From an optimization exercise on the open Yosys and OpenROAD flow, aimed at small area; shortcuts taken in it are not production practice.
RTL that was checked went through simulation tests only; none was proved equivalent to the original.
Function not checked in run 6: the RTL went through the layout flow alone.
Power figures rest on the tool's default switching activity, not on a simulated workload.

==> flow/design.v <==
`timescale 1ns / 1ps
module snake(
    input clk,
    input UP,
    input DOWN,
    input LEFT,
    input RIGHT,
    input in_rst,
    input switch_J15,
    input switch_M13,
    input rx,
    output O_hs,
    output O_vs,
    output reg po_flag,
    output reg [4:0] move_state,
    output reg [1:0] general_state,
    output reg flag_isdead,
    output [3:0] O_red,
    output [3:0] O_green,
    output [3:0] O_blue
);
localparam GS_START = 2'b00, GS_MENU = 2'b01, GS_READY = 2'b10, GS_GAME = 2'b11;
localparam D_HARD = 2'b00, D_MID = 2'b01, D_EASY = 2'b10;
localparam MS_STOP = 5'b00001, MS_UP = 5'b00010, MS_DOWN = 5'b00100,
           MS_LEFT = 5'b01000, MS_RIGHT = 5'b10000;
wire rst_n = ~in_rst;
reg [9:0] kc_u, kc_d, kc_l, kc_r;
reg up, down, left, right;
always @(posedge clk or negedge rst_n)
    if (!rst_n) begin
        kc_u <= 0; kc_d <= 0; kc_l <= 0; kc_r <= 0;
        up <= 0; down <= 0; left <= 0; right <= 0;
    end else begin
        kc_u <= UP    ? 10'd0 : (kc_u == 10'd999) ? kc_u : kc_u + 1'b1;
        kc_d <= DOWN  ? 10'd0 : (kc_d == 10'd999) ? kc_d : kc_d + 1'b1;
        kc_l <= LEFT  ? 10'd0 : (kc_l == 10'd999) ? kc_l : kc_l + 1'b1;
        kc_r <= RIGHT ? 10'd0 : (kc_r == 10'd999) ? kc_r : kc_r + 1'b1;
        up    <= (kc_u == 10'd998);
        down  <= (kc_d == 10'd998);
        left  <= (kc_l == 10'd998);
        right <= (kc_r == 10'd998);
    end
reg rx_reg1, rx_reg2, rx_reg3, start_nedge, work_en, bit_flag, rx_flag;
reg [3:0] baud_cnt, bit_cnt;
reg [7:0] rx_data;
reg bt_up, bt_down, bt_left, bt_right;
always @(posedge clk or negedge rst_n)
    if (!rst_n) begin
        rx_reg1 <= 1'b1; rx_reg2 <= 1'b1; rx_reg3 <= 1'b1;
        start_nedge <= 1'b0; work_en <= 1'b0; bit_flag <= 1'b0; rx_flag <= 1'b0;
        baud_cnt <= 4'd0; bit_cnt <= 4'd0; po_flag <= 1'b0;
    end else begin
        rx_reg1 <= rx;
        rx_reg2 <= rx_reg1;
        rx_reg3 <= rx_reg2;
        start_nedge <= ~rx_reg2 & rx_reg3;
        if (start_nedge)
            work_en <= 1'b1;
        else if (bit_cnt == 4'd8 && bit_flag)
            work_en <= 1'b0;
        baud_cnt <= work_en ? baud_cnt + 1'b1 : 4'd0;
        bit_flag <= (baud_cnt == 4'd7);
        if (bit_flag)
            bit_cnt <= (bit_cnt == 4'd8) ? 4'd0 : bit_cnt + 1'b1;
        rx_flag <= (bit_cnt == 4'd8) && bit_flag;
        po_flag <= rx_flag;
    end
always @(posedge clk)
    if (bit_flag && bit_cnt != 4'd0 && bit_cnt <= 4'd8)
        rx_data <= {rx_reg3, rx_data[7:1]};
always @(posedge clk or negedge rst_n)
    if (!rst_n) begin
        bt_up <= 0; bt_down <= 0; bt_left <= 0; bt_right <= 0;
    end else if (po_flag) begin
        case (rx_data)
        8'h01: bt_up <= 1'b1;
        8'h02: bt_down <= 1'b1;
        8'h03: bt_left <= 1'b1;
        8'h04: bt_right <= 1'b1;
        8'hf1: bt_up <= 1'b0;
        8'hf2: bt_down <= 1'b0;
        8'hf3: bt_left <= 1'b0;
        8'hf4: bt_right <= 1'b0;
        default: begin bt_up <= 0; bt_down <= 0; bt_left <= 0; bt_right <= 0; end
        endcase
    end
reg [1:0] difficulty_state;
wire k_up    = up & ~down & ~left & ~right;
wire k_down  = ~up & down & ~left & ~right;
wire k_left  = ~up & ~down & left & ~right;
wire k_right = ~up & ~down & ~left & right;
always @(posedge clk or negedge rst_n)
    if (!rst_n)
        general_state <= GS_START;
    else case (general_state)
        GS_START: if (k_down) general_state <= GS_MENU;
                  else if (switch_J15) general_state <= GS_READY;
        GS_MENU:  if (k_up) general_state <= GS_START;
        GS_READY: if (k_right) general_state <= GS_GAME;
        GS_GAME:  if (switch_M13) general_state <= GS_READY;
    endcase
always @(posedge clk or negedge rst_n)
    if (!rst_n)
        difficulty_state <= D_EASY;
    else if (general_state == GS_MENU) case (difficulty_state)
        D_EASY: if (k_right) difficulty_state <= D_MID;
        D_MID:  if (k_left) difficulty_state <= D_EASY;
                else if (k_right) difficulty_state <= D_HARD;
        D_HARD: if (k_left) difficulty_state <= D_MID;
        default: ;
    endcase
wire b_up    = bt_up & ~bt_down & ~bt_left & ~bt_right;
wire b_down  = ~bt_up & bt_down & ~bt_left & ~bt_right;
wire b_left  = ~bt_up & ~bt_down & bt_left & ~bt_right;
wire b_right = ~bt_up & ~bt_down & ~bt_left & bt_right;
always @(posedge clk or negedge rst_n)
    if (!rst_n)
        move_state <= MS_STOP;
    else if (general_state == GS_READY || flag_isdead)
        move_state <= MS_STOP;
    else if (general_state == GS_GAME) case (move_state)
        MS_STOP:  move_state <= b_right ? MS_RIGHT : b_down ? MS_DOWN : b_up ? MS_UP : MS_STOP;
        MS_LEFT,
        MS_RIGHT: if (b_down) move_state <= MS_DOWN; else if (b_up) move_state <= MS_UP;
        MS_UP,
        MS_DOWN:  if (b_right) move_state <= MS_RIGHT; else if (b_left) move_state <= MS_LEFT;
        default:  move_state <= MS_STOP;
    endcase
reg [11:0] stay_cnt;
wire [11:0] step_last = (difficulty_state == D_EASY) ? 12'd3999 :
                        (difficulty_state == D_MID)  ? 12'd1999 : 12'd999;
wire moving = (general_state == GS_GAME) && (move_state != MS_STOP);
wire step = moving && (stay_cnt == 12'd0);
always @(posedge clk)
    if (general_state != GS_GAME || step)
        stay_cnt <= step_last;
    else if (moving)
        stay_cnt <= stay_cnt - 1'b1;
reg [5:0] hx;             
reg [4:0] hy;             
reg [4:0] sx [1:19];
reg [4:0] sy [1:19];
reg [9:0] snake_length;
reg flag_food;
reg [4:0] food_x, food_y;
reg [4:0] rand_x, rand_y;
integer i;
wire in_ready = (general_state == GS_READY);
always @(posedge clk or negedge rst_n)
    if (!rst_n) begin
        hx <= 6'd17; hy <= 5'd10;
        sx[1] <= 5'd16; sy[1] <= 5'd10;
        sx[2] <= 5'd15; sy[2] <= 5'd10;
    end else if (in_ready) begin
        hx <= 6'd17; hy <= 5'd10;
        sx[1] <= 5'd16; sy[1] <= 5'd10;
        sx[2] <= 5'd15; sy[2] <= 5'd10;
    end else if (step) begin
        case (move_state)
        MS_RIGHT: hx <= hx + 1'b1;
        MS_LEFT:  hx <= hx - 1'b1;
        MS_UP:    hy <= hy - 1'b1;
        MS_DOWN:  hy <= hy + 1'b1;
        default: ;
        endcase
        sx[1] <= hx[4:0]; sy[1] <= hy;
        sx[2] <= sx[1];   sy[2] <= sy[1];
    end
always @(posedge clk)
    if (in_ready) begin
        for (i = 3; i < 20; i = i + 1) begin sx[i] <= 5'd0; sy[i] <= 5'd0; end
    end else if (step) begin
        for (i = 3; i < 20; i = i + 1) begin sx[i] <= sx[i-1]; sy[i] <= sy[i-1]; end
    end
wire [19:0] drawn;
wire [19:0] alive_chk;
genvar g;
generate for (g = 0; g < 20; g = g + 1) begin : g_drawn
    if (g < 3) begin : g_lo
        assign drawn[g] = 1'b1;
        assign alive_chk[g] = 1'b1;
    end else if (g < 19) begin : g_mid
        assign drawn[g] = (snake_length >= g + 1);
        assign alive_chk[g] = drawn[g];
    end else begin : g_top
        assign drawn[g] = (snake_length == 10'd20);
        assign alive_chk[g] = (snake_length >= 10'd20);
    end
end endgenerate
always @(posedge clk or negedge rst_n)
    if (!rst_n)
        snake_length <= 10'd3;
    else if (in_ready)
        snake_length <= 10'd3;
    else if (flag_food)
        snake_length <= snake_length + 1'b1;
always @(posedge clk or negedge rst_n)
    if (!rst_n)
        flag_food <= 1'b0;
    else
        flag_food <= ({1'b0, food_x} == hx) && (food_y == hy) && (general_state == GS_GAME);
always @(posedge clk)
    if (flag_food || in_ready) begin
        food_x <= rand_x;
        food_y <= rand_y;
    end
reg hit;
always @(*) begin
    hit = hx[5] || (hy > 5'd19);
    for (i = 1; i < 20; i = i + 1)
        if (alive_chk[i] && hx[4:0] == sx[i] && hy == sy[i]) hit = 1'b1;
end
always @(posedge clk or negedge rst_n)
    if (!rst_n)
        flag_isdead <= 1'b0;
    else if (in_ready)
        flag_isdead <= 1'b0;
    else if (!flag_isdead)
        flag_isdead <= hit;
reg coincide;
always @(*) begin
    coincide = ({1'b0, rand_x} == hx) && (rand_y == hy);
    for (i = 1; i < 20; i = i + 1)
        if (drawn[i] && rand_x == sx[i] && rand_y == sy[i]) coincide = 1'b1;
end
always @(posedge clk or negedge rst_n)
    if (!rst_n) begin
        rand_x <= 5'd0; rand_y <= 5'd0;
    end else if (coincide) begin
        rand_x <= 5'd0; rand_y <= 5'd0;
    end else begin
        rand_x <= rand_x + 1'b1;
        if (rand_x == 5'd31)
            rand_y <= (rand_y == 5'd19) ? 5'd0 : rand_y + 1'b1;
    end
reg [5:0] col;
reg [4:0] hsub;
reg [4:0] row;
reg [4:0] vsub;
wire h_end = (col == 6'd32) && (hsub == 5'd15);       
always @(posedge clk or negedge rst_n)
    if (!rst_n) begin
        col <= 6'd32; hsub <= 5'd16;
    end else if (hsub == 5'd19) begin
        hsub <= 5'd0;
        col <= (col == 6'd39) ? 6'd0 : col + 1'b1;
    end else
        hsub <= hsub + 1'b1;
always @(posedge clk or negedge rst_n)
    if (!rst_n) begin
        row <= 5'd20; vsub <= 5'd10;
    end else if (row == 5'd20 && vsub == 5'd9)           
        vsub <= 5'd10;
    else if (h_end) begin
        if (row == 5'd21 && vsub == 5'd20) begin
            row <= 5'd0; vsub <= 5'd0;
        end else if (vsub == 5'd23) begin
            row <= row + 1'b1; vsub <= 5'd0;
        end else
            vsub <= vsub + 1'b1;
    end
assign O_hs = ~((col == 6'd32 && hsub >= 5'd16) || (col >= 6'd33 && col <= 6'd36) ||
                (col == 6'd37 && hsub < 5'd12));
assign O_vs = ~(row == 5'd20 && (vsub == 5'd10 || vsub == 5'd11));
wire active = ~col[5] && (row < 5'd20);
reg [19:0] hm, vm;
always @(*) begin
    hm[0] = (hx == col);
    vm[0] = (hy == row);
    for (i = 1; i < 20; i = i + 1) begin
        hm[i] = (sx[i] == col[4:0]);
        vm[i] = (sy[i] == row);
    end
end
wire h_any = |(hm & drawn);
wire v_any = |(vm & drawn);
wire [19:0] sq = hm & vm;
wire sq_green = sq[0] | sq[3] | sq[6] | sq[9]  | sq[12] | sq[15] | sq[18];
wire sq_blue  = sq[1] | sq[4] | sq[7] | sq[10] | sq[13] | sq[16] | sq[19];
wire sq_pink  = sq[2] | sq[5] | sq[8] | sq[11] | sq[14] | sq[17];
wire issnake = h_any & v_any;
wire isfood = (food_x == col[4:0]) && (food_y == row);
wire menu_band = (row == 5'd9 && vsub >= 5'd4) || (row == 5'd10 && vsub < 5'd20);
wire c_easy = (col == 6'd11 || col == 6'd12);
wire c_mid  = (col == 6'd15 || col == 6'd16);
wire c_hard = (col == 6'd19 || col == 6'd20);
wire c_sel  = (difficulty_state == D_EASY) ? c_easy :
              (difficulty_state == D_MID)  ? c_mid  :
              (difficulty_state == D_HARD) ? c_hard : 1'b0;
reg [2:0] rgb_n;
always @(*) begin
    rgb_n = 3'b000;
    if (active) case (general_state)
    GS_MENU:
        if (difficulty_state == 2'b11) rgb_n = 3'b000;
        else if (!menu_band) rgb_n = 3'b111;
        else if (c_sel) rgb_n = 3'b000;
        else if (c_easy || c_mid || c_hard) rgb_n = 3'b001;
        else rgb_n = 3'b111;
    GS_READY:
        rgb_n = (sq[0] | sq[1] | sq[2]) ? 3'b010 : 3'b111;
    GS_GAME:
        if (isfood) rgb_n = 3'b100;
        else if (issnake && sq_green) rgb_n = 3'b010;
        else if (issnake && sq_blue) rgb_n = 3'b001;
        else if (issnake && sq_pink) rgb_n = 3'b101;
        else rgb_n = 3'b111;
    default: rgb_n = 3'b000;
    endcase
end
reg [2:0] rgb;
always @(posedge clk or negedge rst_n)
    if (!rst_n)
        rgb <= 3'b000;
    else
        rgb <= rgb_n;
assign O_red   = {4{rgb[2]}};
assign O_green = {4{rgb[1]}};
assign O_blue  = {4{rgb[0]}};
endmodule
==> flow/flow/run.sh <==
#!/bin/bash
# Standard ORFS layout, with an area-oriented ABC script for the combinational
# mapping. Everything before ABC (including flip-flop mapping) and every step
# after synthesis is the standard flow, so registers keep their names and cells.
set -euo pipefail
WORK="$(cd "$(dirname "${BASH_SOURCE[0]}")/.." && pwd)"
cd "$WORK"
SCRIPT="$WORK/flow/area.script"

# synthesis script: synth_recipe.tcl with abc given the area script
{
  cat <<TCL
proc abc {args} {
  set i [lsearch \$args -script]
  if {\$i >= 0} { set args [lreplace \$args [expr {\$i+1}] [expr {\$i+1}] {$SCRIPT}] }
  set j [lsearch \$args -D]
  if {\$j >= 0} { set args [lreplace \$args \$j [expr {\$j+1}]] }
  yosys abc {*}\$args
}
TCL
  cat "$WORK/synth_recipe.tcl"
} > "$WORK/area_synth.tcl"

sed "s|$WORK/synth_recipe.tcl|$WORK/area_synth.tcl|g" "$WORK/standard.sh" > "$WORK/area_standard.sh"
grep -q "area_synth.tcl" "$WORK/area_standard.sh"

bash "$WORK/area_standard.sh" finish > "$WORK/orfs_make.log" 2>&1
test -f "$WORK/out/final.def"
==> flow/flow/area.script <==
strash
dc2
dch
map -a
mfs2 -a
strash
dch
map -a
topo
==> flow/standard.sh <==
#!/bin/bash
# synth_recipe.tcl (not shown) runs the flow's synth.tcl, then flattens the netlist and writes it again
# the make line also repeats each setting of config.mk as NAME=value (left out here)
make -C /OpenROAD-flow-scripts/flow DESIGN_CONFIG=/design/flow/config.mk WORK_HOME=/design/flow/orfs CLKGATE_MAP_FILE= SYNTH_SCRIPT=/design/flow/synth_recipe.tcl "${@:-finish}"
==> flow/config.mk <==
export PLATFORM = sky130hd
export DESIGN_NAME = snake
export DESIGN_NICKNAME = snake
export VERILOG_FILES = /design/flow/design.v
export SDC_FILE = /design/flow/constraint.sdc
export NUM_CORES = 4
export LEC_CHECK = 0
export CAP_MARGIN = 20
export CORE_MARGIN = 2
export CORE_UTILIZATION = 40
export SLEW_MARGIN = 20
==> flow/constraint.sdc <==
create_clock -name core_clock -period 40.0 [get_ports {clk}]
set_input_delay 8.0000 -clock core_clock [delete_from_list [all_inputs] [get_ports {clk}]]
set_output_delay 8.0000 -clock core_clock [all_outputs]
set_load 0.01 [all_outputs]
==> reports/metrics.csv, run 1 <==
metric;value;unit
outcome;no timing/DRC/antenna violations;
Worst Setup End Kind;output port;
crit path cell chain;clkinv_1 > a21oi_1 > o21ai_0 > nand2_1 > clkdlybuf4s50_1;
synth-to-layout area growth;15.5;%
via/cell ratio;7.00;
critical path required time;32.00;ns
largest family of logic cells by synthesized area;compound AO/OA/AOI/OAI gates;
GRT Overall Usage;34.3;%
slowest CP cell;dfrtp_1;
CTS Sinks;350;
total core area;50100;um2
Pre-Repair DR Iteration Count;10;
count of final setup violators;0;
hpwl dp;57800;um
H-tree depth;2;
fmax;88.7;MHz
mean area per synthesized cell;8.12;um2
largest area contributor in the netlist;dfxtp_1;
vias in the first global route;21600;
Placed Instance Area;21800;um2
CTS tree;built;
multiplexer area fraction after synthesis;0;%
Worst Path Buf+Inv;2;
Pwr Density;34.9;nW/um2
largest net degree at the start of global routing;98;
Peak VDD IR;0.0311;mV
adder-cell share of the synthesized area;3.03;%
complex-gate fraction of the synthesized area;28.6;%
critical path's top delay family;buffers and inverters;
top-area cell type share of the netlist area;16.8;%
synthesized net count;2555;
Critical Path AT;3.27;ns
cell area after layout;23400;um2
Initial Util;40.5;%
total CTS buffers;44;
first-pass GRT wire length;138000;um
library cells used by synthesis;44;
Pins Over Slew Limit;0;
routability cong.;1.06;
hold_buf cts;0;
min setup slack post-route;28.73;ns
Buffers on Ports;31;
worst min path class;reg2reg;
fraction of layout cells with a size suffix above 1;6.58;%
die footprint;52500;um2
Async SR Flop Fraction;42.9;%
Setup Skew;0.0237;ns
Clk Latency, worst-skew pair;0.60;ns
Final nets;2684;
CTS Buffer Depth;3;
critical path peak fanout;15;
post_cts resized;0;
DIE HEIGHT;229;um
Psw;182;uW
Final Critical Period;11.27;ns
aggregate routed wire length;93500;um
clock root cell;clkbuf_16;
sequential power share;45.1;%
post-synthesis simple-gate area fraction;15.1;%
Post-Synthesis Cells;2498;
YS warnings;3;
Netlist Area Pre-Place;20300;um2
Logic pwr share;2.3;%
# DRC;0;
Routed WL per cell;28.0;um
Clock Power Share;52.7;%
sw frac;22.3;%
crit-path max cell delay;0.94;ns
largest cells by area after synthesis;dfxtp_1 17%, dfrtp_1 15%, o22ai_1 15%;
Worst Tran Pin Value;1.24;ns
antenna violations before repair;4;
gr ovfl total;0;
RSZ-0062 raised after global routing;false;
number of I/O pins;32;
setup slack at placement;29.46;ns
setup bufs post-CTS;0;
die width;229;um
total of max-cap violations;0;
number of synthesized flops with an enable pin;30;
endpoints failing hold;0;
clock transition at the registers of the reported paths;0.06;ns
slew margin rel.;16.9;%
P_int;634;uW
Lkg Pwr;8.44;nW
ratio of final minimum period to clock period;28.2;%
Main synth FF type;dfxtp_1;
post-synthesis register bit count;350;
Setup TNS;0;ns
Synth Area in XOR/XNOR;5.79;%
Worst Setup Start Kind;flip-flop;
register area share after synthesis;39.9;%
DRT iter0 DRCs;4163;
row count;82;
antenna viol nets, final;0;
kind of critical path;reg2out;
routed via count;23300;
## worst register-to-register path: cells and delay by family, from the launching register on
family / cells / cell delay [ns]
buffers and inverters: 3 / 1.11
flip-flops: 1 / 0.38
AO/OA/AOI/OAI: 2 / 0.77
AND/OR/NAND/NOR: 7 / 2.47
## worst paths after layout
| kind | startpoint | to | slack, ns | depth (start not counted) |
|---|---|---|---|---|
| worst max-delay path | col[3]$_DFFE_PP0N_ | O_hs | 28.73 | 5 |
| worst min-delay path | rx_reg1$_DFF_PP1_ | rx_reg2$_DFF_PP1_ | 0.36 | 0 |
| worst max register to register | snake_length[9]$_DFFE_PP0P_ | rand_y[4]$_DFFE_PP0P_ | 35.18 | 12 |
| worst min register to register | rx_reg1$_DFF_PP1_ | rx_reg2$_DFF_PP1_ | 0.36 | 0 |
| max in group asynchronous | in_rst | difficulty_state[1]$_DFFE_PP1P_ | 30.84 | 4 |
| min in group asynchronous | in_rst | move_state[3]$_DFFE_PP0P_ | 7.90 | 2 |
## metal layers
metal	GRT usage, %	vias up	wire (um)
met5	0.735	-	84
met4	22.0	6	7900
met3	13.8	673	14600
met2	48.6	2082	36800
met1	43.1	10800	34200
li1	-	9763	-
## registers in the layout, indices dropped and copies added (netlist names), 4 cells and up
signal and cells:
food_y 5, rand_x 5, baud_cnt 4, hsub 5, vsub 5, kc_l 10
sy 95, kc_d 10, hx 6, row 5, stay_cnt 12, kc_r 10
kc_u 10, hy 5, sx 95, rx_data 8, bit_cnt 4, rand_y 5
col 6, move_state 5, snake_length 10, food_x 5
## power by group through the flow
stage          sequential [mW]  combinational, mW  clock [mW]
2_1_floorplan            0.374             0.0140           0
3_3_place_gp             0.374             0.0179           0
3_5_place_dp             0.375             0.0189           0
4_1_cts                  0.368             0.0189       0.433
5_1_grt                  0.369             0.0228       0.448
6_report                 0.368             0.0188       0.430
## cells by family after synthesis
kind of cell	after synthesis
fa+ha+maj	48
compound gates	900
xor+xnor	134
simple gates	664
buf+inv	402
flops	350
## cells in the mapped netlist (3+ instances only)
library cell,instances
o22ai_1,476
clkinv_1,393
nor2_1,192
nand2_1,189
dfxtp_1,170
dfrtp_1,124
a21oi_1,109
o21ai_0,92
xor2_1,91
nor4_1,78
nor3_1,69
nand3_1,66
a221oi_1,58
nand4_1,54
ha_1,46
xnor2_1,43
a22oi_1,39
edfxtp_1,30
o221ai_1,28
a2111oi_0,26
dfstp_2,26
a31oi_1,19
o2111ai_1,14
a211oi_1,11
buf_4,9
o31ai_1,8
o21bai_1,5
o211ai_1,4
and3_2,3
nor4b_1,3
o21a_1,3
or4_2,3
## layout by cell type (no fill, tap or decap), types with 8 or more instances in the layout
cell type	count
nor2_1	192
a22oi_1	39
nand2_1	189
buf_4	60
a31oi_1	19
nor4_1	77
a211oi_1	11
clkbuf_16	45
a2111oi_0	24
o31ai_1	8
ha_1	46
o21ai_0	92
dfstp_2	26
clkinv_1	392
edfxtp_1	30
xor2_1	91
xnor2_1	43
o22ai_1	476
nand4_1	54
dfxtp_1	170
bufinv_16	8
clkbuf_1	8
nand3_1	65
o2111ai_1	14
a21oi_1	109
clkinv_2	10
dfrtp_1	124
nor3_1	69
clkdlybuf4s50_1	31
a221oi_1	58
o221ai_1	28
## cell type report
type                       instances  area [um2]
fill                            4948       26600
multi-input combinational       1746       10700
sequential                       350        8090
inverter                         393        1480
clock buffer                      57        1210
tap                              672         841
timing repair buffer              92         788
clock inverter                    23         328
antenna                            2        5.00
## per-stage QoR
stage	hold WS [ns]	util (%)	total power, mW	instances
final	0.361	46.8	0.817	3335
after detailed placement	0.353	43.6	0.394	3252
after CTS	0.365	46.7	0.820	3332
after global placement	0.356	43.6	0.392	3252
after global routing	0.366	46.8	0.839	3333
after floorplan	0.331	-	0.388	2498
==> run 2, diff against run 1 <==
==> flow/run.sh (new file) <==
#!/bin/bash
# synth_recipe.tcl (not shown) runs the flow's synth.tcl, then flattens the netlist and writes it again
# the make line also repeats each setting of config.mk as NAME=value (left out here)
make -C /OpenROAD-flow-scripts/flow DESIGN_CONFIG=/design/flow/config.mk WORK_HOME=/design/flow/orfs CLKGATE_MAP_FILE= SYNTH_SCRIPT=/design/flow/synth_recipe.tcl finish
removed: flow/flow/run.sh
removed: flow/flow/area.script
removed: flow/standard.sh
==> run 2 against run 1 <==
Largest cell class unchanged. Critical endpoint is now O_vs. Sequential share of layout area shrank 2.0 points. Non-clock buffer count decreased by 25. Worst hold slack better by 0.0048 ns. Highest routed layer unchanged. Synthesized cell count increased by 15%. First-iteration DRC count down 51%. Critical path type unchanged. Via count decreased by 17%. Clock skew rose by 0.0089 ns.
==> reports/metrics.csv, run 2 <==
metric;value;unit
outcome;no timing/DRC/antenna violations;
Main synth FF type;dfxtp_1;
Worst R2R Start;general_state[1]$_DFFE_PP0P_;
FF-to-FF End;hy[4]$_DFFE_PP0P_;
hold_buf cts;0;
Psw;367;uW
kind of critical path;reg2out;
routability cong.;0.945;
R2R cell count;10;
Routed WL per cell;21.3;um
number of synthesized flops with an enable pin;30;
Reg area;8090;um2
Setup Skew;0.0325;ns
# DRC;0;
Initial Util;40.6;%
fraction of layout cells with a size suffix above 1;6.22;%
Clk Latency, worst-skew pair;0.60;ns
setup slack at placement;29.73;ns
count leader, synth;nand2_1;
Buffers on Ports;31;
synthesized net count;2924;
critical path peak fanout;27;
DIE HEIGHT;247;um
crit-path max cell delay;1.24;ns
GR peak layer;met2;
vias in the first global route;18800;
H-tree depth;2;
Clock Power Share;36.7;%
met3 Track Usage GR;3.19;%
top cells by count, synth;478 x nand2_1, 423 x xor2_1, 251 x xnor2_1;
Worst Setup End Kind;output port;
CTS Sinks;350;
slew margin rel.;28.8;%
worst min path class;reg2reg;
slowest CP cell;dfstp_2;
min setup slack post-route;29.07;ns
Final Instance Count excl. Fillers;3432;
total core area;57900;um2
antenna viol nets, final;0;
die width;247;um
critical path required time;32.00;ns
Final nets;2691;
critical path's top delay family;flip-flops;
HP Start;rx_reg2$_DFF_PP1_;
crit path cell chain;and3b_1 > and2_1 > o21ai_0 > clkdlybuf4s50_1;
Setup TNS;0;ns
Worst Path Buf+Inv;1;
largest area contributor in the netlist;xor2_1;
top-area cell type share of the netlist area;15.7;%
synth-to-layout area growth;5.83;%
YS warnings;3;
CTS Buffer Depth;3;
P_int;709;uW
Worst Tran Pin Value;1.07;ns
GRT Overall Usage;24.0;%
total of max-cap violations;0;
setup bufs post-CTS;0;
met1 Use GR;32.3;%
gr ovfl total;0;
via/cell ratio;5.68;
Lkg Pwr;10.4;nW
largest net degree at the start of global routing;191;
hpwl dp;47800;um
row count;88;
Post-Synthesis Cells;2867;
routed via count;19500;
largest cells by area after synthesis;xor2_1 16%, dfxtp_1 14%, dfrtp_1 13%;
Peak VDD IR;0.0322;mV
count of final setup violators;0;
die footprint;60800;um2
Logic pwr share;24.9;%
area occupied by multi-input gates;13700;um2
DRT iter0 DRCs;2020;
post-synthesis register bit count;350;
Pins Over Slew Limit;0;
total CTS buffers;42;
Hold Path Depth;0;
Regs by FF count;sx x95, sy x95, stay_cnt x12;
FILL cells;5793;
endpoints failing hold;0;
Pwr Density;43.2;nW/um2
clock transition at the registers of the reported paths;0.06;ns
Netlist Area Pre-Place;23500;um2
Final Critical Period;10.93;ns
library cells used by synthesis;85;
RSZ-0062 raised after global routing;false;
clock root cell;clkbuf_16;
post_cts resized;0;
sw frac;34.1;%
number of I/O pins;32;
Critical Path AT;2.93;ns
grt met2 use;39.1;%
CTS tree;built;
sequential power share;38.4;%
most frequent cells in the layout;478 x nand2_1, 423 x xor2_1, 251 x xnor2_1, 235 x a21oi_1, 170 x dfxtp_1;
R2R setup slack;36.43;ns
commonest non-fill, non-tap cell in the layout;nand2_1;
antenna violations before repair;1;
aggregate routed wire length;73200;um
antenna cell count;0;
first-pass GRT wire length;113000;um
ratio of final minimum period to clock period;27.3;%
Pre-Repair DR Iteration Count;6;
Worst Setup Start Kind;flip-flop;
Post-Place Cells;3355;
WHS Endpoint;rx_reg3$_DFF_PP1_;
fmax;91.5;MHz
Async SR Flop Fraction;42.9;%
register area share after synthesis;34.4;%
mean area per synthesized cell;8.21;um2
Design Power;1.08;mW
run 2: changes by cell type after synthesis, sizes merged, moves of 30 or more:
| cell | change |
|---|---|
| o21ai | -39 |
| xnor2 | +208 |
| a21oi | +128 |
| a221oi | -56 |
| clkinv | -393 |
| nor2 | -74 |
| xor2 | +333 |
| inv | +46 |
| buf | +104 |
| o22ai | -466 |
| a22oi | -35 |
| nand2 | +289 |
| nand3 | +30 |
| clkbuf | +231 |
run 2: layout make-up:
cell class / instances / area share [%]
tap: 765 / 3.84
sequential: 350 / 32.5
clock buffer: 59 / 4.80
clock inverter: 18 / 0.909
inverter: 46 / 0.713
multi-input combinational: 2127 / 54.8
timing repair buffer: 67 / 2.40
run 2: worst max path at each step:
stage,startpoint,endpoint,cells after the start
after CTS,row[4]$_DFFE_PP1P_,O_vs,4
after floorplan,in_rst,baud_cnt[0]$_DFF_PP0_,1
after detailed placement,row[4]$_DFFE_PP1P_,O_vs,4
final,row[4]$_DFFE_PP1P_,O_vs,4
after global placement,row[4]$_DFFE_PP1P_,O_vs,4
after global routing,row[4]$_DFFE_PP1P_,O_vs,4
run 2: routing by layer:
metal / vias up / share of wire (%)
met5: - / 0.016
met4: 2 / 4.0
met3: 193 / 7.7
met2: 799 / 46
met1: 9530 / 42
li1: 8957 / -
run 2: cells by family after synthesis:
kind of cell	after synthesis	synth area share (%)
buf+inv	390	7.68
fa+ha+maj	48	2.62
mux	10	0.447
simple gates	1017	20.6
xor+xnor	675	25.2
flops	350	34.4
compound gates	377	9.13
run 2: power by group through the flow:
stage                     Combinational, mW  Sequential, mW  Clock (mW)
after floorplan                       0.212           0.406           0
final                                 0.268           0.413       0.396
after CTS                             0.265           0.412       0.403
after global routing                  0.288           0.416       0.418
after global placement                0.258           0.418           0
after detailed placement              0.264           0.419           0
run 2: metrics by stage:
stage / area [um2] / util [%] / hold WS [ns]
2_1_floorplan: 23500 / - / 0.331
3_3_place_gp: 23500 / 40.5 / 0.357
3_5_place_dp: 23500 / 40.5 / 0.360
4_1_cts: 24900 / 43.0 / 0.368
5_1_grt: 24900 / 43.0 / 0.372
6_report: 24900 / 43.0 / 0.366
==> run 3, diff against run 2 <==
--- a/flow/design.v
+++ b/flow/design.v
@@ -24,21 +24,29 @@
 localparam MS_STOP = 5'b00001, MS_UP = 5'b00010, MS_DOWN = 5'b00100,
            MS_LEFT = 5'b01000, MS_RIGHT = 5'b10000;
 wire rst_n = ~in_rst;
+localparam [9:0] KEY_S0 = 10'b1111100110, KEY_S998 = 10'b0111111111;
+function [9:0] key_next;
+    input [9:0] s;
+    input key;
+    begin
+        key_next = key ? KEY_S0 : {s[8:0], ~(s[9] ^ s[6]) | (s == KEY_S998)};
+    end
+endfunction
 reg [9:0] kc_u, kc_d, kc_l, kc_r;
 reg up, down, left, right;
 always @(posedge clk or negedge rst_n)
     if (!rst_n) begin
-        kc_u <= 0; kc_d <= 0; kc_l <= 0; kc_r <= 0;
+        kc_u <= KEY_S0; kc_d <= KEY_S0; kc_l <= KEY_S0; kc_r <= KEY_S0;
         up <= 0; down <= 0; left <= 0; right <= 0;
     end else begin
-        kc_u <= UP    ? 10'd0 : (kc_u == 10'd999) ? kc_u : kc_u + 1'b1;
-        kc_d <= DOWN  ? 10'd0 : (kc_d == 10'd999) ? kc_d : kc_d + 1'b1;
-        kc_l <= LEFT  ? 10'd0 : (kc_l == 10'd999) ? kc_l : kc_l + 1'b1;
-        kc_r <= RIGHT ? 10'd0 : (kc_r == 10'd999) ? kc_r : kc_r + 1'b1;
-        up    <= (kc_u == 10'd998);
-        down  <= (kc_d == 10'd998);
-        left  <= (kc_l == 10'd998);
-        right <= (kc_r == 10'd998);
+        kc_u <= key_next(kc_u, UP);
+        kc_d <= key_next(kc_d, DOWN);
+        kc_l <= key_next(kc_l, LEFT);
+        kc_r <= key_next(kc_r, RIGHT);
+        up    <= (kc_u == KEY_S998);
+        down  <= (kc_d == KEY_S998);
+        left  <= (kc_l == KEY_S998);
+        right <= (kc_r == KEY_S998);
     end
 reg rx_reg1, rx_reg2, rx_reg3, start_nedge, work_en, bit_flag, rx_flag;
 reg [3:0] baud_cnt, bit_cnt;
@@ -127,15 +135,15 @@
         default:  move_state <= MS_STOP;
     endcase
 reg [11:0] stay_cnt;
-wire [11:0] step_last = (difficulty_state == D_EASY) ? 12'd3999 :
-                        (difficulty_state == D_MID)  ? 12'd1999 : 12'd999;
+wire [11:0] step_load = (difficulty_state == D_EASY) ? 12'h1c3 :
+                        (difficulty_state == D_MID)  ? 12'he77 : 12'h0de;
 wire moving = (general_state == GS_GAME) && (move_state != MS_STOP);
 wire step = moving && (stay_cnt == 12'd0);
 always @(posedge clk)
-    if (general_state != GS_GAME || step)
-        stay_cnt <= step_last;
-    else if (moving)
-        stay_cnt <= stay_cnt - 1'b1;
+    if (!moving || step)
+        stay_cnt <= step_load;
+    else
+        stay_cnt <= {stay_cnt[10:0], ~(stay_cnt[11] ^ stay_cnt[10] ^ stay_cnt[9] ^ stay_cnt[3])};
 reg [5:0] hx;             
 reg [4:0] hy;             
 reg [4:0] sx [1:19];
@@ -204,11 +212,14 @@
         food_x <= rand_x;
         food_y <= rand_y;
     end
+wire head_zero = (hx == 6'd0) && (hy == 5'd0);
 reg hit;
 always @(*) begin
     hit = hx[5] || (hy > 5'd19);
-    for (i = 1; i < 20; i = i + 1)
+    for (i = 2; i < 20; i = i + 2)
         if (alive_chk[i] && hx[4:0] == sx[i] && hy == sy[i]) hit = 1'b1;
+    for (i = 3; i < 20; i = i + 2)
+        if (alive_chk[i] && head_zero && sx[i] == 5'd0 && sy[i] == 5'd0) hit = 1'b1;
 end
 always @(posedge clk or negedge rst_n)
     if (!rst_n)
--- a/flow/config.mk
+++ b/flow/config.mk
@@ -7,5 +7,7 @@
 export LEC_CHECK = 0
 export CAP_MARGIN = 20
 export CORE_MARGIN = 2
-export CORE_UTILIZATION = 40
+export CORE_UTILIZATION = 70
+export CTS_BUF_LIST = sky130_fd_sc_hd__clkbuf_4 sky130_fd_sc_hd__clkbuf_8
+export CTS_CLUSTER_SIZE = 30
 export SLEW_MARGIN = 20
==> run 3 against run 2 <==
Still clean on timing, DRC and antenna. Sequential share of layout area rose by 3.2 points. Via count fell by 6.8%. Combinational power fell by 56%. Synthesized cell count fell by 11%. Critical path depth rose by 2. Critical path type unchanged.
==> reports/metrics.csv, run 3 <==
metric;value;unit
Setup Skew;0.0194;ns
FILL cells;2232;
Final Critical Period;10.92;ns
hpwl dp;39700;um
setup bufs post-CTS;0;
Placed Instance Area;21300;um2
Clk Latency, worst-skew pair;0.63;ns
critical path peak fanout;26;
slew margin rel.;25.6;%
Regs by FF count;sx x95, sy x95, stay_cnt x12;
Worst Setup End Kind;output port;
Pins Over Slew Limit;0;
DIE HEIGHT;178;um
min setup slack post-route;29.08;ns
Final nets;2473;
R2R cell count;7;
vias in the first global route;17300;
mean area per synthesized cell;8.32;um2
die footprint;31800;um2
aggregate routed wire length;61800;um
multiplexer area fraction after synthesis;0.447;%
via/cell ratio;6.36;
largest net degree at the start of global routing;107;
Lkg Pwr;9.40;nW
hold_buf cts;0;
Worst Path Buf+Inv;3;
worst hold slack;0.358;ns
antenna viol nets, final;0;
synth-to-layout area growth;5.55;%
Routed WL per cell;21.6;um
number of synthesized flops with an enable pin;18;
CTS Buffer Depth;3;
Worst Setup Start Kind;flip-flop;
adder-cell share of the synthesized area;2.59;%
largest cells by area after synthesis;dfxtp_1 17%, xor2_1 13%, dfrtp_1 11%;
P_int;593;uW
gr ovfl total;0;
post-synthesis simple-gate area fraction;21.2;%
H-tree depth;2;
endpoints failing hold;0;
first-pass GRT wire length;96400;um
Clock Power Share;39.2;%
slowest CP cell;clkdlybuf4s50_1;
Initial Util;71.4;%
commonest non-fill, non-tap cell in the layout;nand2_1;
antenna violations before repair;1;
largest family of logic cells by synthesized area;XOR/XNOR gates;
clock transition at the registers of the reported paths;0.06;ns
area occupied by multi-input gates;12000;um2
row count;63;
outcome;no timing/DRC/antenna violations;
critical path's top delay family;buffers and inverters;
kind of critical path;reg2out;
Pwr Density;37.0;nW/um2
post-synthesis register bit count;350;
routed via count;18200;
Main synth FF type;dfxtp_1;
fmax;91.6;MHz
GR peak layer;met2;
Netlist Area Pre-Place;21300;um2
sw frac;28.6;%
Critical Path AT;2.92;ns
Reg area;8010;um2
grt met2 use;60.9;%
crit path cell chain;buf_4 > inv_1 > ha_1 > o21a_1 > o31ai_1 > clkdlybuf4s50_1;
Pre-Repair DR Iteration Count;6;
number of I/O pins;32;
total of max-cap violations;0;
setup slack at placement;29.78;ns
YS warnings;3;
top-area cell type share of the netlist area;17.1;%
CTS Sinks;350;
Buffers on Ports;31;
count leader, synth;nand2_1;
Psw;238;uW
post_cts resized;0;
synthesized net count;2607;
total CTS buffers;56;
library cells used by synthesis;73;
Synth Area in XOR/XNOR;22.8;%
largest area contributor in the netlist;dfxtp_1;
crit-path max cell delay;0.63;ns
Setup TNS;0;ns
worst min path class;reg2reg;
Final Instance Count excl. Fillers;2855;
antenna cell count;0;
Hold Path Depth;0;
# DRC;0;
complex-gate fraction of the synthesized area;9.44;%
Worst Tran Pin Value;1.12;ns
CTS tree;built;
DRT iter0 DRCs;1942;
Post-Place Cells;2754;
clock root cell;clkbuf_8;
die width;178;um
GRT Overall Usage;39.2;%
most frequent cells in the layout;455 x nand2_1, 310 x xor2_1, 245 x xnor2_1, 229 x a21oi_1, 182 x dfxtp_1;
top cells by count, synth;455 x nand2_1, 310 x xor2_1, 245 x xnor2_1;
cell area after layout;22500;um2
ratio of final minimum period to clock period;27.3;%
critical path required time;32.00;ns
Logic pwr share;14.2;%
Async SR Flop Fraction;42.9;%
routability cong.;1.01;
Post-Synthesis Cells;2556;
Crit. path cell count;6;
fraction of layout cells with a size suffix above 1;9.90;%
met3 Track Usage GR;8.80;%
total core area;29800;um2
RSZ-0062 raised after global routing;false;
register area share after synthesis;37.6;%
Final Util;75.4;%
sequential power share;46.6;%
count of final setup violators;0;
Peak VDD IR;0.0569;mV
Design Power;831;uW
met1 Use GR;50.7;%
[run 3: cell types whose count changed after synthesis, moves of 13 or more]
cell and delta:
buf_2 -13, buf_6 -16, clkbuf_1 -62, dfrtp_1 -28, dfstp_2 +28, nand2_1 -23, nor2_1 -23, or2_2 +26
or3_1 -19, xor2_1 -113
[run 3: logic make-up after synthesis]
| logic type | count (synthesis) |
|---|---|
| AO/OA/AOI/OAI | 356 |
| XOR/XNOR | 555 |
| adder cells (fa/ha/maj) | 43 |
| buffers and inverters | 299 |
| flip-flops | 350 |
| multiplexers | 9 |
| AND/OR/NAND/NOR | 944 |
[run 3: worst paths after layout]
| kind | start | end | slack, ns |
|---|---|---|---|
| worst min-delay path | rx_reg1$_DFF_PP1_ | rx_reg2$_DFF_PP1_ | 0.36 |
| worst max-delay path | col[0]$_DFFE_PP0N_ | O_hs | 29.08 |
| worst max register to register | general_state[1]$_DFFE_PP0P_ | sx[18][0]$_SDFFE_PP0P_ | 36.46 |
| worst min register to register | rx_reg1$_DFF_PP1_ | rx_reg2$_DFF_PP1_ | 0.36 |
| max in group asynchronous | in_rst | col[2]$_DFFE_PP0N_ | 30.73 |
| min in group asynchronous | in_rst | rgb[0]$_DFF_PP0_ | 7.88 |
[run 3: cell type report]
type	count	share of cell area (%)
multi-input cells	1907	53.6
clock inverters	18	0.702
repair buffers	62	2.42
flip-flops and latches	350	35.7
clock buffers	83	4.64
well taps	390	2.17
inverters	45	0.774
[run 3: power by group through the flow]
stage | clock [mW] | combinational (mW) | sequential, mW
after floorplan | 0 | 0.0838 | 0.391
after detailed placement | 0 | 0.116 | 0.394
after CTS | 0.330 | 0.117 | 0.387
final | 0.326 | 0.118 | 0.387
after global routing | 0.344 | 0.130 | 0.390
after global placement | 0 | 0.115 | 0.393
[run 3: layer usage]
layer / routed length [um] / share of wire (%) / vias to the layer above
li1: - / - / 8189
met1: 24300 / 39 / 8722
met2: 27600 / 45 / 962
met3: 6120 / 9.9 / 283
met4: 3750 / 6.1 / 2
met5: 7 / 0.011 / -
==> run 4, diff against run 3 <==
==> flow/config.mk (replaced) <==
export PLATFORM = sky130hd
export DESIGN_NAME = snake
export DESIGN_NICKNAME = snake
export VERILOG_FILES = /design/flow/design.v
export SDC_FILE = /design/flow/constraint.sdc
export NUM_CORES = 4
export LEC_CHECK = 0
export CAP_MARGIN = 20
export CORE_MARGIN = 2
export CORE_UTILIZATION = 40
export SLEW_MARGIN = 20
==> run 4 against run 3 <==
Sequential cell count unchanged. Register-to-register slack worse by 0.26 ns. Sequential share of layout area down 1.0 points. Synthesized cell count unchanged. Non-clock buffer count up 2. Sequential power about the same. Combinational power about the same. Synthesized area unchanged. Power up 9.6%. Maximum frequency down 0.38%. Highest routed layer is now met4.
==> reports/metrics.csv, run 4 <==
metric;value;unit
critical path required time;32.00;ns
GRT Overall Usage;23.2;%
CTS tree;built;
fmax;91.2;MHz
Setup TNS;0;ns
largest area contributor in the netlist;dfxtp_1;
top cells by count, synth;455 x nand2_1, 310 x xor2_1, 245 x xnor2_1;
critical path peak fanout;26;
most frequent cells in the layout;455 x nand2_1, 310 x xor2_1, 245 x xnor2_1, 229 x a21oi_1, 182 x dfxtp_1;
vias in the first global route;17100;
Pwr Density;39.4;nW/um2
first-pass GRT wire length;101000;um
Design Power;912;uW
area occupied by multi-input gates;12100;um2
Pre-Repair DR Iteration Count;5;
fraction of layout cells with a size suffix above 1;8.68;%
Clk Latency, worst-skew pair;0.58;ns
library cells used by synthesis;73;
total CTS buffers;41;
Post-Synthesis Cells;2556;
R2R setup slack;36.20;ns
routability cong.;0.949;
clock root cell;clkbuf_16;
number of I/O pins;32;
RSZ-0062 raised after global routing;false;
clock transition at the registers of the reported paths;0.06;ns
DRT iter0 DRCs;1639;
hpwl dp;42700;um
count of final setup violators;0;
DIE HEIGHT;235;um
CTS Sinks;350;
largest cells by area after synthesis;dfxtp_1 17%, xor2_1 13%, dfrtp_1 11%;
antenna violations before repair;0;
Worst Setup End Kind;output port;
Regs by FF count;sx x95, sy x95, stay_cnt x12;
kind of critical path;reg2out;
top-area cell type share of the netlist area;17.1;%
ratio of final minimum period to clock period;27.4;%
Peak VDD IR;0.0515;mV
slew margin rel.;30.2;%
synth-to-layout area growth;8.65;%
die footprint;55100;um2
Reg area;8010;um2
endpoints failing hold;0;
routed via count;17500;
post_cts resized;0;
worst min path class;reg2reg;
YS warnings;3;
register area share after synthesis;37.6;%
Buffers on Ports;31;
Final Util;44.0;%
Critical Path AT;2.96;ns
row count;84;
Netlist Area Pre-Place;21300;um2
H-tree depth;2;
largest net degree at the start of global routing;98;
Placed Instance Area;21700;um2
Async SR Flop Fraction;42.9;%
commonest non-fill, non-tap cell in the layout;nand2_1;
setup bufs post-CTS;0;
FILL cells;5114;
outcome;no timing/DRC/antenna violations;
die width;235;um
synthesized net count;2607;
Worst Setup Start Kind;flip-flop;
post-synthesis register bit count;350;
number of synthesized flops with an enable pin;18;
Final nets;2460;
cell area after layout;23100;um2
# DRC;0;
antenna cell count;0;
total core area;52600;um2
Setup Skew;0.0111;ns
Pins Over Slew Limit;0;
antenna viol nets, final;0;
total of max-cap violations;0;
Lkg Pwr;9.49;nW
aggregate routed wire length;64900;um
gr ovfl total;0;
mean area per synthesized cell;8.32;um2
Final Critical Period;10.96;ns
Main synth FF type;dfxtp_1;
Initial Util;40.5;%
hold_buf cts;0;
count leader, synth;nand2_1;
worst hold slack;0.356;ns
Routed WL per cell;20.7;um
Worst Tran Pin Value;1.02;ns
CTS Buffer Depth;3;
via/cell ratio;5.58;
## run 4: changes by cell type in the layout (fill, tap and decap cells not counted), moves of 2 or more
cell	delta
clkbuf_16	+45
clkbuf_4	-16
clkinv_4	+2
clkinv_2	-8
buf_4	+2
clkbuf_8	-60
clkbuf_1	+9
bufinv_16	+2
## run 4: power breakdown
part | leakage [nW] | internal [mW] | total [mW] | switching, mW
registers | 3.47 | 0.373 | 0.387 | 0.0140
logic | 5.29 | 0.0402 | 0.120 | 0.0800
clock network | 0.725 | 0.245 | 0.404 | 0.159
total | 9.49 | 0.659 | 0.912 | 0.253
## run 4: metal layers
layer	vias to the layer above	GRT usage, %	part of all wire (%)
li1	8162	-	-
met1	8510	31.6	44
met2	635	36.9	45
met3	160	3.20	7.0
met4	0	9.82	4.0
met5	-	0	0
## run 4: final cells by class
class	count	share of cell area, %
multi-input cells	1907	52.1
flip-flops and latches	350	34.6
clock buffers	61	5.43
well taps	688	3.72
repair buffers	64	2.41
clock inverters	15	0.909
inverters	45	0.752
## run 4: cells by family (layout without fill, tap and decap cells)
group / after synthesis / in the layout / share of synthesized area, %
AND/OR/NAND/NOR: 944 / 944 / 21.2
multiplexers: 9 / 9 / 0.447
flip-flops: 350 / 350 / 37.6
AO/OA/AOI/OAI: 356 / 356 / 9.44
adder cells (fa/ha/maj): 43 / 43 / 2.59
buffers and inverters: 299 / 185 / 5.87
XOR/XNOR: 555 / 555 / 22.8
## run 4: path summary, 6_finish.rpt
check | startpoint | to | depth (start not counted)
setup / recovery | col[0]$_DFFE_PP0N_ | O_hs | 6
hold / removal | rx_flag$_DFF_PP0_ | po_flag$_DFF_PP0_ | 0
setup reg to reg | general_state[1]$_DFFE_PP0P_ | sy[9][3]$_SDFFE_PP0P_ | 7
hold reg to reg | rx_flag$_DFF_PP0_ | po_flag$_DFF_PP0_ | 0
max in group asynchronous | in_rst | col[2]$_DFFE_PP0N_ | 3
min in group asynchronous | in_rst | kc_u[0]$_DFF_PP0_ | 2
## run 4: critical path: stages (launching register included)
cell and delay [ns]:
dfrtp_1 0.32, buf_4 0.46, inv_1 0.15, ha_1 0.28
o21a_1 0.12, o31ai_1 0.41, clkdlybuf4s50_1 0.63
## run 4: stage by stage
stage / instances / worst slack [ns]
floorplan: 2556 / 28.05
global placement: 3054 / 29.68
detailed placement: 3054 / 29.66
CTS: 3130 / 29.01
global route: 3130 / 28.92
finish: 3130 / 29.04
==> run 5, diff against run 4 <==
==> flow/flow/run.sh (new file) <==
#!/bin/bash
# The standard ORFS layout with two changes:
#  - synthesis maps the combinational logic with an area-oriented ABC script
#    (flow/area.script); everything before ABC, flip-flop mapping included,
#    is the standard flow's synthesis script unchanged, so registers keep names and cells;
#  - clock tree synthesis uses larger sink clusters and no dummy loads.
# Each tool's output goes to the ORFS logs under orfs/logs; make's own output
# goes to orfs_make.log in this folder.
set -euo pipefail
WORK="$(cd "$(dirname "${BASH_SOURCE[0]}")/.." && pwd)"
cd "$WORK"
SCRIPT="$WORK/flow/area.script"

{
  cat <<TCL
proc abc {args} {
  set i [lsearch \$args -script]
  if {\$i >= 0} { set args [lreplace \$args [expr {\$i+1}] [expr {\$i+1}] {$SCRIPT}] }
  set j [lsearch \$args -D]
  if {\$j >= 0} { set args [lreplace \$args \$j [expr {\$j+1}]] }
  yosys abc {*}\$args
}
TCL
  cat "$WORK/synth_recipe.tcl"
} > "$WORK/area_synth.tcl"

sed "s|$WORK/synth_recipe.tcl|$WORK/area_synth.tcl|g" "$WORK/standard.sh" > "$WORK/area_standard.sh"
grep -q "area_synth.tcl" "$WORK/area_standard.sh"

export CTS_ARGS="$(cat "$WORK/flow/cts_args.txt")"
bash "$WORK/area_standard.sh" finish > "$WORK/orfs_make.log" 2>&1
test -f "$WORK/out/final.def"
==> flow/flow/area.script (new file) <==
strash
dc2
dch -f
amap
strash
dch -f
amap
topo
==> flow/flow/cts_args.txt (new file) <==
-sink_clustering_enable -repair_clock_nets -dont_use_dummy_load -buf_list {sky130_fd_sc_hd__clkbuf_8 sky130_fd_sc_hd__clkbuf_16} -sink_clustering_size 30 -sink_clustering_max_diameter 120
==> flow/standard.sh (new file) <==
#!/bin/bash
# synth_recipe.tcl (not shown) runs the flow's synth.tcl, then flattens the netlist and writes it again
# the make line also repeats each setting of config.mk as NAME=value (left out here)
make -C /OpenROAD-flow-scripts/flow DESIGN_CONFIG=/design/flow/config.mk WORK_HOME=/design/flow/orfs CLKGATE_MAP_FILE= SYNTH_SCRIPT=/design/flow/synth_recipe.tcl "${@:-finish}"
--- a/flow/config.mk
+++ b/flow/config.mk
@@ -7,5 +7,5 @@
 export LEC_CHECK = 0
 export CAP_MARGIN = 20
 export CORE_MARGIN = 2
-export CORE_UTILIZATION = 40
+export CORE_UTILIZATION = 70
 export SLEW_MARGIN = 20
removed: flow/run.sh
==> run 5 against run 4 <==
Still clean. Synthesized area is 14% lower. Non-clock buffer count increased by 17. First-iteration DRC count rose to 3.3 times the previous value. Cell count down 19%. Combinational power increased to 2.9 times the previous value. Sequential share of layout area increased by 5.8 points. Maximum frequency down 12%. Core utilization up 33 points. Critical path depth up 2. Global-route usage rose by 33 points. Register-to-register slack got worse by 1.5 ns. Die area fell by 50%. Critical path type unchanged. Critical endpoint unchanged.
==> reports/metrics.csv, run 5 <==
metric;value;unit
outcome;no timing/DRC/antenna violations;
die width;166;um
count leader, synth;o22ai_1;
post-synthesis register bit count;350;
# DRC;0;
Worst Tran Pin Value;1.18;ns
Worst Setup Start Kind;flip-flop;
sequential power share;43.8;%
clock root cell;clkbuf_16;
DRT iter0 DRCs;5462;
hold_buf cts;0;
clock transition at the registers of the reported paths;0.12;ns
synthesized net count;2151;
count of final setup violators;0;
Final nets;2240;
row count;59;
total CTS buffers;15;
number of synthesized flops with an enable pin;18;
endpoints failing hold;0;
die footprint;27500;um2
hpwl dp;50000;um
total of max-cap violations;0;
Netlist Area Pre-Place;18300;um2
Clock Power Share;19.4;%
routability cong.;1.10;
sw frac;40.9;%
CTS tree;built;
largest net degree at the start of global routing;106;
YS warnings;3;
Final Critical Period;12.44;ns
largest area contributor in the netlist;dfxtp_1;
kind of critical path;reg2out;
top cells by count, synth;532 x o22ai_1, 332 x clkinv_1, 182 x dfxtp_1;
Post-Place Cells;2507;
ratio of final minimum period to clock period;31.1;%
post_cts resized;0;
via/cell ratio;8.45;
Psw;382;uW
top-area cell type share of the netlist area;19.9;%
Pwr Density;47.2;nW/um2
number of I/O pins;32;
RSZ-0062 raised after global routing;false;
Main synth FF type;dfxtp_1;
Pre-Repair DR Iteration Count;22;
gr ovfl total;0;
slowest CP cell;clkinv_1;
fraction of layout cells with a size suffix above 1;5.76;%
antenna violations before repair;5;
Routed WL per cell;31.5;um
CTS Buffer Depth;3;
Critical Path AT;4.44;ns
Lkg Pwr;6.86;nW
worst min path class;reg2reg;
Peak VDD IR;0.0557;mV
slew margin rel.;20.6;%
mean area per synthesized cell;8.74;um2
library cells used by synthesis;51;
routed via count;21300;
Pins Over Slew Limit;0;
Placed Instance Area;19400;um2
critical path peak fanout;32;
register area share after synthesis;43.6;%
Regs by FF count;sx x95, sy x95, stay_cnt x12;
antenna viol nets, final;0;
Buffers on Ports;31;
P_int;553;uW
crit-path max cell delay;1.11;ns
setup bufs post-CTS;0;
Setup TNS;0;ns
Post-Synthesis Cells;2100;
Setup Skew;0.0457;ns
Worst Setup End Kind;output port;
synth-to-layout area growth;8.03;%
Design Power;935;uW
Final Instance Count excl. Fillers;2525;
GRT Overall Usage;56.6;%
first-pass GRT wire length;121000;um
Logic pwr share;36.8;%
Initial Util;70.8;%
H-tree depth;1;
DIE HEIGHT;166;um
commonest non-fill, non-tap cell in the layout;o22ai_1;
cell area after layout;19800;um2
vias in the first global route;20400;
critical path required time;32.00;ns
Clk Latency, worst-skew pair;0.54;ns
crit path cell chain;clkinv_1 > ha_1 > nor2_1 > nor2_1 > a41oi_1 > o21a_1 > o22a_1 > clkdlybuf4s50_1;
CTS Sinks;350;
Async SR Flop Fraction;42.9;%
largest cells by area after synthesis;dfxtp_1 20%, o22ai_1 18%, dfrtp_1 13%;
total core area;25900;um2
aggregate routed wire length;79500;um
most frequent cells in the layout;532 x o22ai_1, 330 x clkinv_1, 182 x dfxtp_1, 124 x nor2_1, 95 x dfrtp_1;
fmax;80.4;MHz
most used cell, CP;nor2_1;
[run 5: worst max-delay path: cells and delay by family (launching register included)]
kind | cells | cell delay [ns]
buf+inv | 2 | 1.70
flops | 1 | 0.92
compound gates | 3 | 0.48
simple gates | 2 | 0.18
fa+ha+maj | 1 | 0.63
[run 5: cell type report]
cell class	instances	area [um2]
multi-input combinational	1409	9080
sequential	350	8010
fill	1729	6090
inverter	332	1250
timing repair buffer	81	686
tap	335	419
clock buffer	15	375
antenna	3	7.51
[run 5: logic make-up after synthesis]
family                     count (synthesis)  share of synthesized area, %
DFF                                      350                          43.6
adders and majority gates                 42                          2.95
AOI/OAI and AO/OA                        898                          33.6
and+or+nand+nor                          468                          12.6
buffers and inverters                    341                          7.16
xor gates and xnor gates                   1                        0.0477
[run 5: power groups by stage]
stage / registers (mW) / logic (mW) / clock network (mW)
5_1_grt: 0.411 / 0.354 / 0.189
6_report: 0.409 / 0.344 / 0.181
3_5_place_dp: 0.415 / 0.308 / 0
2_1_floorplan: 0.426 / 0.173 / 0
3_3_place_gp: 0.411 / 0.297 / 0
4_1_cts: 0.408 / 0.313 / 0.178
[run 5: metal layers]
metal / up-vias / part of all wire, % / wire (um) / GRT usage (%)
met1: 9602 / 32 / 25500 / 67.4
met3: 846 / 18 / 14400 / 29.9
met4: 6 / 10 / 7930 / 37.6
met5: - / 0.13 / 101 / 3.13
met2: 2294 / 40 / 31600 / 78.9
li1: 8580 / - / - / -
[run 5: path summary, 6_finish.rpt]
check | startpoint | end | slack (ns) | cells past startpoint
max | col[0]$_DFFE_PP0N_ | O_hs | 27.56 | 8
min reg2reg | rx_flag$_DFF_PP0_ | po_flag$_DFF_PP0_ | 0.36 | 0
max reg2reg | snake_length[7]$_DFFE_PP0P_ | rand_x[3]$_DFF_PP0_ | 34.67 | 12
max in group asynchronous | in_rst | kc_l[0]$_DFF_PP0_ | 30.57 | 3
min in group asynchronous | in_rst | baud_cnt[2]$_DFF_PP0_ | 7.99 | 2
min | rx_flag$_DFF_PP0_ | po_flag$_DFF_PP0_ | 0.36 | 0
[run 5: per-stage QoR]
step,hold WS [ns],util [%],worst slack [ns]
final,0.364,76.5,27.56
after global routing,0.369,76.5,27.51
after CTS,0.367,76.4,27.74
after detailed placement,0.354,74.9,28.33
after global placement,0.347,74.9,28.38
after floorplan,0.331,-,29.40
==> run 6, diff against run 5 <==
--- a/flow/design.v
+++ b/flow/design.v
@@ -48,14 +48,16 @@
         left  <= (kc_l == KEY_S998);
         right <= (kc_r == KEY_S998);
     end
-reg rx_reg1, rx_reg2, rx_reg3, start_nedge, work_en, bit_flag, rx_flag;
+reg rx_reg1, rx_reg2, rx_reg3, start_nedge, work_en;
 reg [3:0] baud_cnt, bit_cnt;
 reg [7:0] rx_data;
 reg bt_up, bt_down, bt_left, bt_right;
+wire bit_flag = (baud_cnt == 4'd8);
+wire rx_flag = (baud_cnt == 4'd9) && (bit_cnt == 4'd0);
 always @(posedge clk or negedge rst_n)
     if (!rst_n) begin
         rx_reg1 <= 1'b1; rx_reg2 <= 1'b1; rx_reg3 <= 1'b1;
-        start_nedge <= 1'b0; work_en <= 1'b0; bit_flag <= 1'b0; rx_flag <= 1'b0;
+        start_nedge <= 1'b0; work_en <= 1'b0;
         baud_cnt <= 4'd0; bit_cnt <= 4'd0; po_flag <= 1'b0;
     end else begin
         rx_reg1 <= rx;
@@ -67,10 +69,8 @@
         else if (bit_cnt == 4'd8 && bit_flag)
             work_en <= 1'b0;
         baud_cnt <= work_en ? baud_cnt + 1'b1 : 4'd0;
-        bit_flag <= (baud_cnt == 4'd7);
         if (bit_flag)
             bit_cnt <= (bit_cnt == 4'd8) ? 4'd0 : bit_cnt + 1'b1;
-        rx_flag <= (bit_cnt == 4'd8) && bit_flag;
         po_flag <= rx_flag;
     end
 always @(posedge clk)
==> flow/flow/cts_args.txt (replaced) <==
-sink_clustering_enable -repair_clock_nets -dont_use_dummy_load -buf_list {sky130_fd_sc_hd__clkbuf_8 sky130_fd_sc_hd__clkbuf_16} -sink_clustering_size 20 -sink_clustering_max_diameter 80
--- a/flow/config.mk
+++ b/flow/config.mk
@@ -7,5 +7,5 @@
 export LEC_CHECK = 0
 export CAP_MARGIN = 20
 export CORE_MARGIN = 2
-export CORE_UTILIZATION = 70
+export CORE_UTILIZATION = 50
 export SLEW_MARGIN = 20
==> run 6 against run 5 <==
Wire length up 0.22%. Clock skew shrank 0.010 ns. Combinational power shrank 2%. Critical endpoint unchanged.
==> reports/metrics.csv, run 6 <==
metric;value;unit
slew margin rel.;24.9;%
Worst Setup End Kind;output port;
number of synthesized flops with an enable pin;18;
CTS Sinks;348;
register area share after synthesis;43.4;%
Final Critical Period;11.31;ns
Initial Util;50.4;%
endpoints failing hold;0;
outcome;no timing/DRC/antenna violations;
die footprint;38200;um2
Clk Latency, worst-skew pair;0.59;ns
count of final setup violators;0;
routed via count;20400;
synthesized net count;2152;
Setup TNS;0;ns
Worst Tran Pin Value;1.13;ns
crit-path max cell delay;1.00;ns
Pins Over Slew Limit;0;
ratio of final minimum period to clock period;28.3;%
crit path cell chain;clkinv_1 > ha_1 > nor4b_1 > o32a_1 > clkdlybuf4s50_1;
aggregate routed wire length;79700;um
Critical Path AT;3.31;ns
mean area per synthesized cell;8.73;um2
Hold Path Depth;0;
setup bufs post-CTS;0;
Post-Synthesis Cells;2099;
Setup Skew;0.0357;ns
number of I/O pins;32;
Netlist Area Pre-Place;18300;um2
Async SR Flop Fraction;42.5;%
critical path peak fanout;20;
CTS Buffer Depth;3;
antenna viol nets, final;0;
fraction of layout cells with a size suffix above 1;6.57;%
Main synth FF type;dfxtp_1;
fmax;88.4;MHz
largest area contributor in the netlist;dfxtp_1;
Logic pwr share;34.6;%
GRT Overall Usage;41.0;%
first-pass GRT wire length;120000;um
critical path's top delay family;flip-flops;
slowest CP cell;dfrtp_1;
Final Instance Count excl. Fillers;2680;
library cells used by synthesis;52;
Pre-Repair DR Iteration Count;10;
synth-to-layout area growth;10.7;%
sequential power share;41.1;%
post-synthesis register bit count;348;
largest net degree at the start of global routing;108;
H-tree depth;1;
kind of critical path;reg2out;
Psw;385;uW
top-area cell type share of the netlist area;19.9;%
# DRC;0;
CTS tree;built;
vias in the first global route;19300;
die width;195;um
Clock Power Share;24.3;%
hold_buf cts;0;
Final nets;2262;
worst min path class;reg2reg;
gr ovfl total;0;
Worst Setup Start Kind;flip-flop;
Pwr Density;48.0;nW/um2
commonest non-fill, non-tap cell in the layout;o22ai_1;
Regs by FF count;sx x95, sy x95, stay_cnt x12;
YS warnings;3;
count leader, synth;o22ai_1;
critical path required time;32.00;ns
antenna violations before repair;2;
clock transition at the registers of the reported paths;0.08;ns
R2R cell count;14;
via/cell ratio;7.62;
RSZ-0062 raised after global routing;false;
most frequent cells in the layout;530 x o22ai_1, 317 x clkinv_1, 182 x dfxtp_1, 126 x nor2_1, 94 x dfrtp_1;
DRT iter0 DRCs;3461;
routability cong.;1.05;
Peak VDD IR;0.0495;mV
post_cts resized;0;
clock root cell;clkbuf_16;
sw frac;39.5;%
largest cells by area after synthesis;dfxtp_1 20%, o22ai_1 18%, dfrtp_1 13%;
Worst Path Buf+Inv;2;
Buffers on Ports;31;
Lkg Pwr;7.05;nW
row count;70;
P_int;590;uW
top cells by count, synth;530 x o22ai_1, 318 x clkinv_1, 182 x dfxtp_1;
Routed WL per cell;29.7;um
Post-Place Cells;2650;
total core area;36300;um2
hpwl dp;51000;um
total CTS buffers;25;
Crit. path cell count;5;
DIE HEIGHT;195;um
total of max-cap violations;0;
FILL cells;3401;
run 6: changes by cell type after synthesis, sizes merged, moves of 5 or more:
cell,delta
clkinv,-14
a221o,-6
or4,+6
nand4,+7
a211oi,+7
or2,+9
o221ai,-10
a21oi,+5
run 6: worst reg2reg max path, stage by stage, from the launching register on:
cell	delay, ns
dfrtp_1	0.43
nor3_1	0.19
nand2_1	0.18
nor2_1	0.36
clkinv_1	0.29
nor2_1	0.40
clkinv_1	0.19
nor2_1	0.40
nor4_1	0.23
nor3_1	0.35
o41ai_1	0.23
or4_1	0.44
nor3_1	0.25
o2111ai_1	0.60
a211oi_1	0.45
run 6: cell families (layout without fill, tap and decap cells):
| family | after synthesis | after routing | synth area share, % |
|---|---|---|---|
| fa+ha+maj | 44 | 44 | 3.09 |
| simple gates | 490 | 490 | 13.4 |
| flops | 348 | 348 | 43.4 |
| compound gates | 890 | 890 | 33.2 |
| other cells | 0 | 5 | 0 |
| buf+inv | 327 | 435 | 6.88 |
run 6: layout make-up:
class                   instances  area [um2]  share of cell area, %
repair buffers                 92         772                   3.81
flip-flops and latches        348        7960                   39.2
multi-input cells            1424        9130                   45.0
well taps                     468         586                   2.89
inverters                     318        1200                   5.91
clock buffers                  25         626                   3.08
diodes                          5        12.5                 0.0617
run 6: path summary, 6_finish.rpt:
kind	startpoint	to	slack, ns
max	col[1]$_DFFE_PP0N_	O_hs	28.69
min	rx_reg1$_DFF_PP1_	rx_reg2$_DFF_PP1_	0.36
max reg2reg	snake_length[8]$_DFFE_PP0P_	rand_y[3]$_DFFE_PP0P_	34.91
min reg2reg	rx_reg1$_DFF_PP1_	rx_reg2$_DFF_PP1_	0.36
max in group asynchronous	in_rst	hx[5]$_DFFE_PP0P_	30.75
min in group asynchronous	in_rst	rand_y[1]$_DFFE_PP0P_	7.93
run 6: power groups by stage:
| stage | Combinational [mW] | Clock [mW] | Sequential, mW |
|---|---|---|---|
| after floorplan | 0.169 | 0 | 0.422 |
| after global placement | 0.316 | 0 | 0.407 |
| after detailed placement | 0.317 | 0 | 0.408 |
| after CTS | 0.318 | 0.238 | 0.401 |
| after global routing | 0.350 | 0.249 | 0.404 |
| final | 0.337 | 0.236 | 0.401 |
run 6: per-stage QoR:
step	total power [mW]	instance area [um2]	setup WS [ns]	hold slack, ns	util [%]
final	0.974	20300	28.69	0.361	55.8
after global routing	1.00	20300	28.52	0.367	55.8
after CTS	0.957	20300	28.78	0.365	55.7
after detailed placement	0.725	19600	29.41	0.347	54.0
after global placement	0.723	19600	29.46	0.354	54.0
after floorplan	0.591	18300	29.44	0.345	-
run 6: routing by layer:
layer	up-vias	wire, um	track usage (%)	part of all wire, %
met2	1699	33100	60.4	41
met3	496	11000	14.4	14
met1	9561	29600	52.0	37
met4	2	5950	24.1	7.5
met5	-	14	0	0.018
li1	8656	-	-	-

## re-timing with driven ports
In the flow no input, the clock included, has a driving cell. The finished layouts below were timed again as built, in two steps. Step 1 assumes that a clkbuf_16 drives the clock port and a buf_2 every other input. Step 2 times the ports against the registers' clock, not the clock port: input delays grow and output delays shrink by t, the midpoint of the rising clock arrivals with the driver on. a / b / c = no drivers / after step 1 / after step 2; a / b = the first two.
run	t (ns)	slack for setup (ns)	worst setup path at the end
run 1	0.645	28.726 / 28.667 / 29.312	register to output
run 2	0.649	29.074 / 29.011 / 29.660	register to output
run 3	0.674	29.081 / 29.031 / 29.705	register to output
run 4	0.631	29.039 / 28.982 / 29.613	register to output
run 5	0.572	27.559 / 27.505 / 28.077	register to output
run 6	0.631	28.688 / 28.632 / 29.263	register to output
After both steps every run listed still meets setup and hold.
